Background: an optimization exercise with open tools, aiming at small area and a short achievable clock period. Do not read the settings as production practice. The RTL of this run was laid out without a check of its function. No activity file was given, so power comes from the tool's default toggle rates.

File: flow/flow/run.sh
#!/bin/bash
# Standard layout, with the adder cells left to ABC (no full/half adder
# extraction before it) and timing repair aiming at a tighter setup margin.
# make's output goes to standard.log, each ORFS step logs to orfs/logs/.
bash standard.sh ADDER_MAP_FILE= SETUP_SLACK_MARGIN=5.6 finish > standard.log 2>&1
File: flow/standard.sh
#!/bin/bash
# synth_recipe.tcl (not shown) runs the flow's synth.tcl, then flattens the netlist and writes it again
# the make line also repeats each setting of config.mk as NAME=value (left out here)
make -C /OpenROAD-flow-scripts/flow DESIGN_CONFIG=/design/flow/config.mk WORK_HOME=/design/flow/orfs CLKGATE_MAP_FILE= SYNTH_SCRIPT=/design/flow/synth_recipe.tcl "${@:-finish}"
File: flow/config.mk
export PLATFORM = sky130hd
export DESIGN_NAME = PipelinedFAdd
export DESIGN_NICKNAME = PipelinedFAdd
export VERILOG_FILES = /design/flow/design.v
export SDC_FILE = /design/flow/constraint.sdc
export NUM_CORES = 4
export LEC_CHECK = 0
export ABC_AREA = 1
export CAP_MARGIN = 20
export CORE_MARGIN = 2
export CORE_UTILIZATION = 40
export SETUP_SLACK_MARGIN = 5
export SLEW_MARGIN = 20
File: flow/constraint.sdc
create_clock -name core_clock -period 8.0 [get_ports {clk}]
set_input_delay 1.6000 -clock core_clock [delete_from_list [all_inputs] [get_ports {clk}]]
set_output_delay 1.6000 -clock core_clock [all_outputs]
set_load 0.01 [all_outputs]
File: flow/design.v
module CmpTree #(parameter N = 8) (
  input  wire [N-1:0] a,
  input  wire [N-1:0] b,
  output wire         gt,
  output wire         eq
);
  localparam L = (N > 16) ? 5 : (N > 8) ? 4 : (N > 4) ? 3 : (N > 2) ? 2 : 1;
  localparam M = 1 << L;
  wire [M-1:0] g [0:L];
  wire [M-1:0] e [0:L];
  assign g[0] = {{(M-N){1'b0}}, b & ~a};
  assign e[0] = {{(M-N){1'b1}}, ~(a ^ b)};
  genvar l, i;
  generate
    for (l = 0; l < L; l = l + 1) begin : lvl
      for (i = 0; i < (M >> (l + 1)); i = i + 1) begin : nd
        assign g[l+1][i] = g[l][2*i+1] | (e[l][2*i+1] & g[l][2*i]);
        assign e[l+1][i] = e[l][2*i+1] & e[l][2*i];
      end
      if ((M >> (l + 1)) < M) begin : pad
        assign g[l+1][M-1:(M >> (l + 1))] = 0;
        assign e[l+1][M-1:(M >> (l + 1))] = 0;
      end
    end
  endgenerate
  assign gt = g[L][0];
  assign eq = e[L][0];
endmodule
module KsAdd #(parameter N = 24) (
  input  wire [N-1:0] x,
  input  wire [N-1:0] y,
  output wire [N-1:0] s,
  output wire         co
);
  localparam L = (N > 16) ? 5 : (N > 8) ? 4 : (N > 4) ? 3 : (N > 2) ? 2 : 1;
  wire [N-1:0] p = x ^ y;
  wire [N-1:0] g [0:L];
  wire [N-1:0] pp [0:L];
  assign g[0]  = x & y;
  assign pp[0] = p;
  genvar l, i;
  generate
    for (l = 0; l < L; l = l + 1) begin : lvl
      for (i = 0; i < N; i = i + 1) begin : bt
        if (i >= (1 << l)) begin : cb
          assign g[l+1][i]  = g[l][i] | (pp[l][i] & g[l][i - (1 << l)]);
          assign pp[l+1][i] = pp[l][i] & pp[l][i - (1 << l)];
        end else begin : ps
          assign g[l+1][i]  = g[l][i];
          assign pp[l+1][i] = pp[l][i];
        end
      end
    end
  endgenerate
  assign s  = p ^ {g[L][N-2:0], 1'b0};
  assign co = g[L][N-1];
endmodule
module ExpDiff (
  input  wire [7:0] ea,
  input  wire [7:0] eb,
  output wire [7:0] dab,     
  output wire [7:0] dba,     
  output wire       ge,      
  output wire       eq       
);
  wire [7:0] x = ea;
  wire [7:0] y = ~eb;
  wire [7:0] p = x ^ y;
  wire [7:0] g [0:3];
  wire [7:0] pp [0:3];
  assign g[0]  = x & y;
  assign pp[0] = p;
  genvar l, i;
  generate
    for (l = 0; l < 3; l = l + 1) begin : lvl
      for (i = 0; i < 8; i = i + 1) begin : bt
        if (i >= (1 << l)) begin : cb
          assign g[l+1][i]  = g[l][i] | (pp[l][i] & g[l][i - (1 << l)]);
          assign pp[l+1][i] = pp[l][i] & pp[l][i - (1 << l)];
        end else begin : ps
          assign g[l+1][i]  = g[l][i];
          assign pp[l+1][i] = pp[l][i];
        end
      end
    end
  endgenerate
  wire [7:0] c0 = {g[3][6:0], 1'b0};
  wire [7:0] c1 = {g[3][6:0] | pp[3][6:0], 1'b1};
  assign dba = ~(p ^ c0);
  assign dab = p ^ c1;
  assign ge  = g[3][7] | pp[3][7];
  assign eq  = pp[3][7];
endmodule
module SkAdd #(parameter N = 24) (
  input  wire [N-1:0] x,
  input  wire [N-1:0] y,
  output wire [N-1:0] s,
  output wire         co
);
  localparam L = (N > 16) ? 5 : (N > 8) ? 4 : (N > 4) ? 3 : (N > 2) ? 2 : 1;
  wire [N-1:0] p = x ^ y;
  wire [N-1:0] g [0:L];
  wire [N-1:0] pp [0:L];
  assign g[0]  = x & y;
  assign pp[0] = p;
  genvar l, i;
  generate
    for (l = 0; l < L; l = l + 1) begin : lvl
      for (i = 0; i < N; i = i + 1) begin : bt
        if ((i >> l) & 1) begin : cb
          assign g[l+1][i]  = g[l][i] | (pp[l][i] & g[l][((i >> l) << l) - 1]);
          assign pp[l+1][i] = pp[l][i] & pp[l][((i >> l) << l) - 1];
        end else begin : ps
          assign g[l+1][i]  = g[l][i];
          assign pp[l+1][i] = pp[l][i];
        end
      end
    end
  endgenerate
  assign s  = p ^ {g[L][N-2:0], 1'b0};
  assign co = g[L][N-1];
endmodule
module Lzc32 (
  input  wire [31:0] x,
  output wire [4:0]  cnt,
  output wire        zero
);
  wire [15:0] z1; wire [15:0] c1;           
  wire [7:0]  z2; wire [15:0] c2;           
  wire [3:0]  z3; wire [11:0] c3;           
  wire [1:0]  z4; wire [7:0]  c4;           
  genvar i;
  generate
    for (i = 0; i < 16; i = i + 1) begin : l1
      assign z1[i] = ~(x[2*i+1] | x[2*i]);
      assign c1[i] = ~x[2*i+1];
    end
    for (i = 0; i < 8; i = i + 1) begin : l2
      assign z2[i] = z1[2*i+1] & z1[2*i];
      assign c2[2*i+1:2*i] = z1[2*i+1] ? {1'b1, c1[2*i]} : {1'b0, c1[2*i+1]};
    end
    for (i = 0; i < 4; i = i + 1) begin : l3
      assign z3[i] = z2[2*i+1] & z2[2*i];
      assign c3[3*i+2:3*i] = z2[2*i+1] ? {1'b1, c2[4*i+1:4*i]} : {1'b0, c2[4*i+3:4*i+2]};
    end
    for (i = 0; i < 2; i = i + 1) begin : l4
      assign z4[i] = z3[2*i+1] & z3[2*i];
      assign c4[4*i+3:4*i] = z3[2*i+1] ? {1'b1, c3[6*i+2:6*i]} : {1'b0, c3[6*i+5:6*i+3]};
    end
  endgenerate
  assign zero = z4[1] & z4[0];
  assign cnt  = z4[1] ? {1'b1, c4[3:0]} : {1'b0, c4[7:4]};
endmodule
module PipelinedFAdd (
  input  wire        clk,
  input  wire        rst,
  input  wire [31:0] A,
  input  wire [31:0] B,
  input  wire        operation,
  input  wire        in_valid,
  output wire [31:0] result,
  output wire        out_valid
);
  wire        sa = A[31];
  wire        sb = B[31] ^ operation;
  wire [7:0]  ea = A[30:23];
  wire [7:0]  eb = B[30:23];
  wire [22:0] fa = A[22:0];
  wire [22:0] fb = B[22:0];
  wire fa_nz  = |fa;
  wire fb_nz  = |fb;
  wire a_nan  = (&ea) & fa_nz;
  wire a_inf  = (&ea) & ~fa_nz;
  wire b_inf  = (&eb) & ~fb_nz;
  wire a_zero = ~(|ea) & ~fa_nz;
  wire b_zero = ~(|eb) & ~fb_nz;
  wire special = (&ea) | (&eb) | a_zero | b_zero;
  wire [7:0] dab, dba;
  wire       e_ge, e_eq;
  ExpDiff u_ed (.ea(ea), .eb(eb), .dab(dab), .dba(dba), .ge(e_ge), .eq(e_eq));
  wire swap = ~e_ge | (e_eq & special & ~fa_nz & fb_nz);
  wire [7:0] d = e_ge ? dab : dba;
  reg  [7:0]  r1_ea, r1_eb;
  reg  [22:0] r1_fa, r1_fb;
  reg  [4:0]  r1_d;
  reg         r1_swap, r1_sa, r1_sb, r1_qnan, r1_zflip, r1_eeq;
  reg         r1_special, r1_kill;
  always @(posedge clk) begin
    r1_ea      <= ea;
    r1_eb      <= eb;
    r1_fa      <= fa;
    r1_fb      <= fb;
    r1_sa      <= sa;
    r1_sb      <= sb;
    r1_swap    <= swap;
    r1_d       <= d[4:0];
    r1_special <= special;
    r1_kill    <= special | (e_ge ? (dab > 8'd23) : (dba > 8'd23));
    r1_qnan    <= a_inf & b_inf & operation & (sa ^ sb);
    r1_zflip   <= a_zero & b_zero & operation;
    r1_eeq     <= e_eq;
  end
  wire [7:0]  e_big   = r1_swap ? r1_eb : r1_ea;
  wire [22:0] f_big   = r1_swap ? r1_fb : r1_fa;
  wire [22:0] f_small = r1_swap ? r1_fa : r1_fb;
  wire        h_big   = (|e_big) | r1_special;
  wire        h_small = r1_swap ? (|r1_ea) : (|r1_eb);
  wire [23:0] ms_sh   = {h_small, f_small} >> r1_d;
  wire        sub     = r1_sa ^ r1_sb;
  wire f_gt, f_eq;
  CmpTree #(23) u_cf (.a(r1_fa), .b(r1_fb), .gt(f_gt), .eq(f_eq));
  wire rev    = r1_eeq & ~r1_special & sub & f_gt;
  wire cancel = r1_eeq & ~r1_special & sub & f_eq;
  reg  [7:0]  r2_q;
  reg  [23:0] r2_xb, r2_ys;
  reg         r2_s, r2_sub, r2_qnan;
  always @(posedge clk) begin
    r2_q    <= cancel ? (~e_big - 8'd25) : (~e_big - 8'd1);
    r2_xb   <= {h_big, f_big} ^ {24{sub & ~rev}};
    r2_ys   <= rev ? ~{h_small, f_small} : (r1_kill ? 24'd0 : ms_sh);
    r2_sub  <= sub;
    r2_qnan <= r1_qnan;
    r2_s    <= ~r1_qnan & (((r1_swap ^ rev) ? r1_sb : r1_sa) ^ r1_zflip);
  end
  wire [23:0] ad_s;
  wire        ad_co;
  SkAdd #(24) u_add (.x(r2_xb), .y(r2_ys), .s(ad_s), .co(ad_co));
  reg  [7:0]  r3_q;
  reg  [24:0] r3_sum;
  reg         r3_s, r3_qnan;
  always @(posedge clk) begin
    r3_q    <= r2_q;
    r3_sum  <= {ad_co & ~r2_sub, ad_s ^ {24{r2_sub}}};
    r3_s    <= r2_s;
    r3_qnan <= r2_qnan;
  end
  wire [4:0] lz;
  wire       lz_zero;
  Lzc32 u_lzc (.x({r3_sum, 7'h7F}), .cnt(lz), .zero(lz_zero));
  wire [24:0] sh4 = lz[4] ? {r3_sum[8:0], 16'd0} : r3_sum;
  wire [24:0] sh3 = lz[3] ? {sh4[16:0], 8'd0} : sh4;
  wire [24:0] sh2 = lz[2] ? {sh3[20:0], 4'd0} : sh3;
  wire [24:0] sh1 = lz[1] ? {sh2[22:0], 2'd0} : sh2;
  wire [24:0] sh0 = lz[0] ? {sh1[23:0], 1'd0} : sh1;
  wire [7:0] ne_out;
  wire       ne_co;
  KsAdd #(8) u_exp (.x(r3_q), .y({3'd0, lz}), .s(ne_out), .co(ne_co));
  reg [31:0] r4_res;
  always @(posedge clk)
    r4_res <= {r3_s, ~ne_out, sh0[23] | r3_qnan, sh0[22:1]};
  assign result = r4_res;
  reg [3:0] vld;
  always @(posedge clk or posedge rst)
    if (rst) vld <= 4'b0000;
    else     vld <= {vld[2:0], in_valid};
  assign out_valid = vld[3];
endmodule
==> flow_metrics.env <==
export IMPL_hp_class="flip-flop to flip-flop"
export IMPL_endpoint_kind="flip-flop"
export IMPL_final_cells=2046
export IMPL_worst_pin_slew_ps=859
export IMPL_slowest_stage="nor4_2"
export IMPL_viasPerCell=4.85
export IMPL_die_area_sq_um=28900
export IMPL_clk_path_buf_depth=3
export IMPL_clkSinkCount=205
export IMPL_cts_max_level=1
export IMPL_nets=1758
export IMPL_syn2layout_area_growth_pct=23.3
export IMPL_grt_setup_unrepaired="yes"
export IMPL_synth_seq_cells=205
export IMPL_power_total_w=0.00412
export IMPL_setup_tns_ps=0
export IMPL_cp_num_buf_inv=1
export IMPL_yosysSeqAreaShare_pct=37.5
export IMPL_fin_worst_skew_ps=10.6
export IMPL_ys_warn_count=5
export IMPL_wl_per_cell_um=13.5
export IMPL_fp_row_count=60
export IMPL_ant_nets=0
export IMPL_start_util_pct=40.8
export IMPL_cts_root_buf="clkbuf_16"
export IMPL_max_stage_delay_ps=290
export IMPL_antenna_found_initial=0
export IMPL_wl_mm=27.6
export IMPL_vias=9920
export IMPL_core_area_sq_um=27000
export IMPL_io_pins=101
export IMPL_cp_arrival_ps=3090
export IMPL_fp_dieW_um=170
export IMPL_ctsHoldBuffers=0
export IMPL_whs_ps=319
export IMPL_drc_errors=0
export IMPL_path_class="input pin to flip-flop"
export IMPL_worst_r2r_setup_slack_ps=5730
export IMPL_ir_worst_vdd_uv=146
export IMPL_synthArstFlopShare_pct=1.95
export IMPL_synthesis_nets=1633
export IMPL_path_clk_slew_ps=60
export IMPL_synth_cell_type_count=55
export IMPL_grt_pass1_vias=9073
export IMPL_netlist_top_cells_area="dfxtp_1 37%, nand2_1 14%, inv_1 6.2%"
export IMPL_drtIter0Drc=647
export IMPL_power_density_nw_per_um2=304
export IMPL_drive_above_1_share_pct=18.4
export IMPL_grt_usage_pct=18.5
export IMPL_clk_latency_ps=510
export IMPL_crit_chain="dlygate4sd2_1 > nor4_2 > nand3_2 > nand3b_1 > nand3b_1 > nand3_4 > nand4_1 > nand2_1"
export IMPL_min_period_ps=2640
export IMPL_syn_inst=1565
export IMPL_cts_tree="done"
export IMPL_setup_viol=0
export IMPL_crit_fanout=3
export IMPL_hpwl_mm=20.6
export IMPL_nFillCells=2652
export IMPL_cp_top_family="simple AND/OR/NAND/NOR gates"
export IMPL_diodes=0
export IMPL_synth_cell_area_sq_um=11000
export IMPL_clock_fmax_mhz=378
export IMPL_yosys_most_used_dff="dfxtp_1"
export IMPL_placed_area_sq_um=12200
export IMPL_grt_overflow_total=0
export IMPL_synth_top_area_share_pct=36.6
export IMPL_synth_top_area_cell="dfxtp_1"
export IMPL_gp_congestion=0.907
export IMPL_cp_required_ps=8440
export IMPL_finalHoldViolCount=0
export IMPL_cts_buffers=23
export IMPL_grt_max_degree=100
export IMPL_maxSlewViolCount=0
export IMPL_synth_area_per_cell_sq_um=7.03
export IMPL_slew_headroom_pct=42.7
export IMPL_numPortBuffers=100
export IMPL_placedCellCount=1957
export IMPL_post_route_period_util_pct=33.0
export IMPL_design_area_sq_um=13600
export IMPL_drv_cap=0
export IMPL_power_leakage_nw=6.58
export IMPL_critPathLaunchType="input pin"
export IMPL_outcome="no timing/DRC/antenna violations"
export IMPL_grt_pass1_wl_mm=43.6
export IMPL_cpMostUsedCell="nand3b_1"
export IMPL_die_y_um=170
export IMPL_synth_edf_count=0
export IMPL_dr_pass1_iters=6
placed cells by master, fill, tap and decap left out, types with 23 or more instances in the layout:
cell,instances
dlygate4sd2_1,23
nand2_1,407
o21ai_1,60
clkbuf_16,24
buf_2,40
nand3_1,66
o21ai_0,99
dfxtp_1,195
xor2_1,59
mux2i_1,24
buf_4,40
nor2_1,124
inv_1,164
a21oi_1,41
inv_2,23
layer usage:
layer / track usage (%) / vias up / part of all wire [%]
li1: - / 5239 / -
met1: 23.7 / 4353 / 45
met2: 32.0 / 263 / 47
met3: 2.56 / 65 / 4.6
met4: 6.06 / 0 / 3.3
met5: 0 / - / 0
synth_stat cells, types with 2 or more instances:
master and n:
nor2_1 142, xnor2_1 8, nand2_1 422, nand4_1 12
xor2_1 60, nand3_2 5, buf_1 3, nand2_4 2
buf_2 19, xor2_2 21, nor3_1 7, nor2_2 9
o21ai_2 3, nand3_1 70, dfxtp_1 201, mux2i_1 24
inv_1 181, or2_2 5, nand2_2 13, o21a_1 3
buf_6 3, nor2_4 3, o21bai_1 2, a21oi_1 47
nor4_1 24, o22ai_1 15, a31oi_1 6, buf_12 2
and2_1 2, a21oi_2 2, dfrtp_1 4, buf_4 4
o211ai_1 14, or2_4 2, o21ai_1 57, nand3b_1 7
o21ai_0 104, a211oi_1 4, o22ai_2 2, clkbuf_1 20
inv_2 17
through the flow:
step,setup slack (ps),util (%)
finish,5360,50.3
global route,5260,50.3
CTS,5340,49.2
detailed placement,4250,45.4
global placement,4280,45.4
floorplan,5130,-
cell families (layout without fill, tap and decap cells):
family                 count (synthesis)  after routing  share of synthesized area, %
AND/OR/NAND/NOR                      731            733                          28.9
AO/OA/AOI/OAI                        266            266                          13.5
buffers and inverters                250            388                          9.43
flip-flops                           205            205                          37.5
XOR/XNOR                              89             89                          8.52
multiplexers                          24             24                          2.18
power by group:
part | leakage, nW | internal, W | switching (W)
combinational | 4.49 | 0.000634 | 0.00106
clock | 0.362 | 0.000614 | 0.000400
sequential | 1.73 | 0.00128 | 0.000139
total | 6.58 | 0.00253 | 0.00160
sequential cells by signal, summed over array words and instances, names as in the netlist, 4 cells and up:
name,cells
r1_eb,8
r4_res,32
r1_fb,23
vld,4
r2_q,8
r3_q,8
r3_sum,25
r1_fa,23
r2_xb,24
r1_ea,8
r2_ys,24
r1_d,5
final timing paths:
| kind | start | endpoint | cells after the start |
|---|---|---|---|
| max in group asynchronous | rst | vld[1]$_DFF_PP0_ | 2 |
| max reg2reg | r1_swap$_DFF_P_ | r2_ys[0]$_DFF_P_ | 8 |
| min | r2_q[3]$_DFF_P_ | r3_q[3]$_DFF_P_ | 0 |
| min in group asynchronous | rst | vld[2]$_DFF_PP0_ | 2 |
| min reg2reg | r2_q[3]$_DFF_P_ | r3_q[3]$_DFF_P_ | 0 |
| max | B[8] | r1_swap$_DFF_P_ | 8 |
worst reg2reg max path, stage by stage (launching register included):
cell,delay [ps]
dfxtp_2,370
buf_16,200
o21ai_0,460
o21ai_0,200
mux2i_1,290
mux2i_1,160
a21oi_1,190
a21oi_1,90
a21oi_1,220
timing repair:
action | in CTS | in global routing
pin swaps | 42 | 30
endpoints found under the setup margin | 97 | 96
gates resized for setup | 342 | 43
setup buffers | 25 | 17
cloned | 3 | 4
final cells by class:
class / count / area, sq um / area share (%)
tap: 341 / 427 / 3.14
inverter: 199 / 811 / 5.98
clock inverter: 7 / 68.8 / 0.507
timing repair inverter: 4 / 27.5 / 0.203
multi-input combinational: 1112 / 6210 / 45.8
clock buffer: 33 / 673 / 4.96
timing repair buffer: 145 / 1210 / 8.95
sequential: 205 / 4130 / 30.5

## re-timing with driven ports
No port has a modelled driver above. Below, the same layout with a new extraction and two added sets of constraints. Step 1, drivers: a clkbuf_16 drives clk and a buf_2 each remaining input, both assumed. Step 2 moves the port delays by t, midway between the first and last clock arrival at a register: inputs arrive t later, outputs are due t later. That takes back most of the time a late clock gives input paths. a / b / c = ideal / step 1 / step 2; a / b = the first two.
shift t [ns]: 0.550
setup slack, ns: 5.358 / 5.369 / 4.835
pins driven straight from the clock port: 1
After both steps this run still meets setup and hold. For this run, drivers alone change the setup slack by +0.011 ns; drivers and shift together by -0.523 ns.
